Background: an optimization exercise with open tools, aiming at small area and a short achievable clock period. Do not read the settings as production practice.

## the previous run
==> flow/design.v <==
module calc_row #(parameter int W = 17, parameter int K = 3, parameter bit SK = 0) (
    input  logic [W-1:0]   x,
    input  logic [K*W-1:0] mk,      
    input  logic [K-1:0]   hz,      
    input  logic [K-1:0]   en,      
    output logic [W-1:0]   xn,
    output logic [K-1:0]   g
);
    function automatic logic [W:0] sub_sk(input logic [W-1:0] a, input logic [W-1:0] y);
        logic [W-1:0] gg, pp, p;
        logic [W:0] c;
        integer i, d;
        p = a ^ ~y;
        pp = p;
        gg = a & ~y;
        gg[0] = gg[0] | pp[0];       
        for (d = 1; d < W; d = d * 2)
            for (i = 0; i < W; i = i + 1)
                if (i & d) begin
                    gg[i] = gg[i] | (pp[i] & gg[(i & ~(d - 1)) - 1]);
                    pp[i] = pp[i] & pp[(i & ~(d - 1)) - 1];
                end
        c[0] = 1'b1;
        c[W:1] = gg;
        sub_sk = {c[W], p ^ c[W-1:0]};
    endfunction
    logic [W:0] t [1:K];
    always_comb begin
        for (int k = 1; k <= K; k++) begin
            if (SK) t[k] = sub_sk(x, mk[(k-1)*W +: W]);
            else begin
                t[k] = {1'b0, x} - {1'b0, mk[(k-1)*W +: W]};
                t[k][W] = ~t[k][W];
            end
            g[k-1] = (hz[k-1] & t[k][W]) | en[k-1];
        end
        xn = x & {W{~g[0]}};
        for (int k = 1; k <= K; k++)
            xn = xn | (t[k][W-1:0] & {W{g[k-1] & (k == K || !g[k])}});
    end
endmodule
module calc_row4 #(parameter int J = 0, parameter bit SK = 0) (
    input  logic [16:0] x,
    input  logic [16:0] b,
    input  logic [18:0] b3,         
    input  logic        div,
    input  logic [2:0]  en,
    output logic [16:0] xn,
    output logic [1:0]  q
);
    localparam int W = 17 - 2 * J;
    logic [18:0] m [1:3];
    logic [3*W-1:0] mk;
    logic [2:0] hz, g;
    assign m[1] = {2'b0, b};
    assign m[2] = {1'b0, b, 1'b0};
    assign m[3] = b3;
    always_comb
        for (int k = 1; k <= 3; k++) begin
            mk[(k-1)*W +: W] = m[k][W-1:0];
            hz[k-1] = div & ((m[k] >> W) == 19'd0);
        end
    calc_row #(.W(W), .K(3), .SK(SK)) row (.x(x[16:2*J]), .mk(mk), .hz(hz), .en(en), .xn(xn[16:2*J]), .g(g));
    if (J > 0) begin : low
        assign xn[2*J-1:0] = x[2*J-1:0];
    end
    assign q[1] = g[1];
    assign q[0] = (g[0] & ~g[1]) | g[2];
endmodule
module rec_calc(
    input [16:0] valA,
    input [3:0] op,
    input clk,
    input reset,
    output [16:0] result
);
    localparam int JS = 4;           
    logic [16:0] valB;               
    logic [16:0] sx;                 
    logic [16:2*JS] sq;              
    logic [16:0] sb;                 
    logic [18:0] sb3;                
    logic [2*JS-1:0] sa;             
    logic sdiv, ssub, smul;
    logic isdiv, ismul, issub, isadd;
    assign isdiv = (op == 4'd3);
    assign ismul = (op == 4'd2);
    assign issub = (op == 4'd1);
    assign isadd = ~isdiv & ~ismul & ~issub;
    logic [18:0] b3a;
    assign b3a = {2'b0, valB} + {1'b0, valB, 1'b0};
    logic [16:0] xa [JS:8];
    logic [16:0] qa;
    assign xa[8][15:0] = (isdiv | issub) ? valA[15:0] : ismul ? 16'hffff : ~valA[15:0];
    assign qa[16] = (valB[16:1] == 16'd0) & (valA[16] | ~valB[0]);
    assign xa[8][16] = isdiv ? valA[16] ^ (qa[16] & valB[0]) : issub ? valA[16]
                     : ismul ? ~(valA[16] & valB[0]) : ~valA[16];
    for (genvar j = 7; j >= JS; j--) begin : rows_a
        logic [2:0] en;
        always_comb
            for (int k = 1; k <= 3; k++)
                en[k-1] = ismul & ({valA[2*j+1], valA[2*j]} >= k);
        calc_row4 #(.J(j), .SK(1)) row (.x(xa[j+1]), .b(valB), .b3(b3a), .div(isdiv), .en(en),
                                .xn(xa[j]), .q(qa[2*j+1:2*j]));
    end
    always @(posedge clk) begin
        if (reset) begin
            sx <= 17'h1ffff;
            sa <= '0;
            sdiv <= 1'b0;
            ssub <= 1'b0;
            smul <= 1'b1;
            valB <= 17'd0;
        end else begin
            sx <= xa[JS];
            sa <= valA[2*JS-1:0];
            sdiv <= isdiv;
            ssub <= issub;
            smul <= ismul;
            valB <= result;
        end
    end
    always @(posedge clk) begin
        sq <= qa[16:2*JS];
        sb <= valB;
        sb3 <= b3a;
    end
    logic [16:0] xb [0:JS];
    logic [2*JS-1:0] qb;
    assign xb[JS] = sx;
    for (genvar j = JS - 1; j >= 0; j--) begin : rows_b
        logic [2:0] en;
        always_comb
            for (int k = 1; k <= 3; k++)
                en[k-1] = (smul & ({sa[2*j+1], sa[2*j]} >= k))
                        | (~sdiv & ~smul & (j == 0) & (k == 1));
        calc_row4 #(.J(j)) row (.x(xb[j+1]), .b(sb), .b3(sb3), .div(sdiv), .en(en),
                                .xn(xb[j]), .q(qb[2*j+1:2*j]));
    end
    assign result = sdiv ? {sq, qb} : ssub ? xb[0] : ~xb[0];
endmodule
make LEC_CHECK=0 ABC_AREA=1 CAP_MARGIN=20 CORE_MARGIN=2 CORE_UTILIZATION=65 SLEW_MARGIN=20 finish   # period 33.0 ns
run.sh (not shown) runs the stock make flow with config.mk's settings and CLKGATE_MAP_FILE= SYNTH_SCRIPT=/design/flow/synth_recipe.tcl, a recipe that flattens the netlist after the stock synthesis.
--- input diff the previous run..the current run ---
==> flow/design.v <==
module calc_row #(parameter int W = 17, parameter int K = 3) (
    input  logic [W-1:0]   x,
    input  logic [K*W-1:0] mk,      
    input  logic [K-1:0]   hz,      
    input  logic [K-1:0]   en,      
    output logic [W-1:0]   xn,
    output logic [K-1:0]   g
);
    function automatic logic [W:0] sub(input logic [W-1:0] a, input logic [W-1:0] y);
        logic [W-1:0] gg, pp, p;
        logic [W:0] c;
        integer i, d;
        p = a ^ ~y;
        pp = p;
        gg = a & ~y;
        gg[0] = gg[0] | pp[0];       
        for (d = 1; d < W; d = d * 2)
            for (i = 0; i < W; i = i + 1)
                if (i & d) begin
                    gg[i] = gg[i] | (pp[i] & gg[(i & ~(d - 1)) - 1]);
                    pp[i] = pp[i] & pp[(i & ~(d - 1)) - 1];
                end
        c[0] = 1'b1;
        c[W:1] = gg;
        sub = {c[W], p ^ c[W-1:0]};
    endfunction
    logic [W:0] t [1:K];
    always_comb begin
        for (int k = 1; k <= K; k++) begin
            t[k] = sub(x, mk[(k-1)*W +: W]);
            g[k-1] = (hz[k-1] & t[k][W]) | en[k-1];
        end
        xn = x & {W{~g[0]}};
        for (int k = 1; k <= K; k++)
            xn = xn | (t[k][W-1:0] & {W{g[k-1] & (k == K || !g[k])}});
    end
endmodule
module calc_row4 #(parameter int J = 0) (
    input  logic [16:0] x,
    input  logic [16:0] b,
    input  logic [18:0] b3,         
    input  logic        div,
    input  logic [2:0]  en,
    output logic [16:0] xn,
    output logic [1:0]  q
);
    localparam int W = 17 - 2 * J;
    logic [18:0] m [1:3];
    logic [3*W-1:0] mk;
    logic [2:0] hz, g;
    assign m[1] = {2'b0, b};
    assign m[2] = {1'b0, b, 1'b0};
    assign m[3] = b3;
    always_comb
        for (int k = 1; k <= 3; k++) begin
            mk[(k-1)*W +: W] = m[k][W-1:0];
            hz[k-1] = div & ((m[k] >> W) == 19'd0);
        end
    calc_row #(.W(W), .K(3)) row (.x(x[16:2*J]), .mk(mk), .hz(hz), .en(en), .xn(xn[16:2*J]), .g(g));
    if (J > 0) begin : low
        assign xn[2*J-1:0] = x[2*J-1:0];
    end
    assign q[1] = g[1];
    assign q[0] = (g[0] & ~g[1]) | g[2];
endmodule
module rec_calc(
    input [16:0] valA,
    input [3:0] op,
    input clk,
    input reset,
    output [16:0] result
);
    localparam int JS = 4;           
    logic [16:0] valB;               
    logic [16:0] sx;                 
    logic [16:2*JS] sq;              
    logic [16:0] sb;                 
    logic [18:0] sb3;                
    logic [2*JS-1:0] sa;             
    logic sdiv, ssub, smul;
    logic isdiv, ismul, issub, isadd;
    assign isdiv = (op == 4'd3);
    assign ismul = (op == 4'd2);
    assign issub = (op == 4'd1);
    assign isadd = ~isdiv & ~ismul & ~issub;
    logic [18:0] b3a;
    assign b3a = {2'b0, valB} + {1'b0, valB, 1'b0};
    logic [16:0] xa [JS:7];
    logic [16:0] qa;
    assign xa[7][13:0] = (isdiv | issub) ? valA[13:0] : ismul ? 14'h3fff : ~valA[13:0];
    logic [20:0] mk0;
    logic [6:0] hz0, g0;
    logic [2:0] xt;
    always_comb
        for (int k = 1; k <= 7; k++) begin
            logic [2:0] lo;
            lo = valB[2:0] * k;
            mk0[(k-1)*3 +: 3] = lo;
            hz0[k-1] = (valB <= 17'd7 / k);
        end
    calc_row #(.W(3), .K(7)) row_top (.x(valA[16:14]), .mk(mk0), .hz(hz0), .en(7'd0), .xn(xt), .g(g0));
    assign xa[7][16:14] = isdiv ? xt : issub ? valA[16:14]
                        : ismul ? ~(valA[16:14] * valB[2:0]) : ~valA[16:14];
    assign qa[16] = g0[3];
    assign qa[15] = (g0[1] & ~g0[3]) | g0[5];
    assign qa[14] = (g0[0] & ~g0[1]) | (g0[2] & ~g0[3]) | (g0[4] & ~g0[5]) | g0[6];
    for (genvar j = 6; j >= JS; j--) begin : rows_a
        logic [2:0] en;
        always_comb
            for (int k = 1; k <= 3; k++)
                en[k-1] = ismul & ({valA[2*j+1], valA[2*j]} >= k);
        calc_row4 #(.J(j)) row (.x(xa[j+1]), .b(valB), .b3(b3a), .div(isdiv), .en(en),
                                .xn(xa[j]), .q(qa[2*j+1:2*j]));
    end
    always @(posedge clk) begin
        if (reset) begin
            sx <= 17'h1ffff;
            sa <= '0;
            sdiv <= 1'b0;
            ssub <= 1'b0;
            smul <= 1'b1;
            valB <= 17'd0;
        end else begin
            sx <= xa[JS];
            sa <= valA[2*JS-1:0];
            sdiv <= isdiv;
            ssub <= issub;
            smul <= ismul;
            valB <= result;
        end
    end
    always @(posedge clk) begin
        sq <= qa[16:2*JS];
        sb <= valB;
        sb3 <= b3a;
    end
    logic [16:0] xb [0:JS];
    logic [2*JS-1:0] qb;
    assign xb[JS] = sx;
    for (genvar j = JS - 1; j >= 0; j--) begin : rows_b
        logic [2:0] en;
        always_comb
            for (int k = 1; k <= 3; k++)
                en[k-1] = (smul & ({sa[2*j+1], sa[2*j]} >= k))
                        | (~sdiv & ~smul & (j == 0) & (k == 1));
        calc_row4 #(.J(j)) row (.x(xb[j+1]), .b(sb), .b3(sb3), .div(sdiv), .en(en),
                                .xn(xb[j]), .q(qb[2*j+1:2*j]));
    end
    assign result = sdiv ? {sq, qb} : ssub ? xb[0] : ~xb[0];
endmodule
==> notes.md <==
The current run completed end to end with timing, DRC and antenna clean. Per the final summary, the previous run finished and its layout is clean on timing, DRC and antenna. Summary: minimum clock period after layout, the current run worse than the previous run. ~same non-clock inverter count in the final layout in the current run and the previous run. Compared with the previous run, post-synthesis cell area in the current run decreased by a few percent. Compared with the previous run, the current run shows a higher layout overhead on the synthesized area. When the current run is set beside the previous run, its global-route met3 utilization turns out to be 5.0 points smaller. For the fraction of area in registers, the current run came in 0.48 points higher than the previous run did. Looking only at critical path arrival, and setting everything else aside, the lower value of the current run and the previous run goes to the current run. Comparing the current run and the previous run, cell count is lower on the current run.
No run of this note included a check of the RTL's function; only the layout flow was run.

-- port drivers added, routing unchanged --
In the flow no input, the clock included, has a driving cell. The finished layouts below were timed again as built, in two steps.
Step 1 assumes that a clkbuf_16 drives the clock port and a buf_2 every other input.
Step 2 times the ports against the registers' clock, not the clock port: input delays grow and output delays shrink by t, the midpoint of the rising clock arrivals with the driver on.
Three values: ideal, step 1, step 2; two values: the first two.
run	t, ns	setup slack, ns	clock arrival spread, ns	pins driven straight from the clock port
the previous run	0.397	15.277 / 15.300 / 14.903	0.010 / 0.010	1
the current run	0.387	13.757 / 13.714 / 14.101	0.024 / 0.024	1
After both steps setup and hold are still met in every run listed. The setup slack of the previous run, which loses most, moves by +0.023 ns with the drivers and by -0.374 ns with both steps.
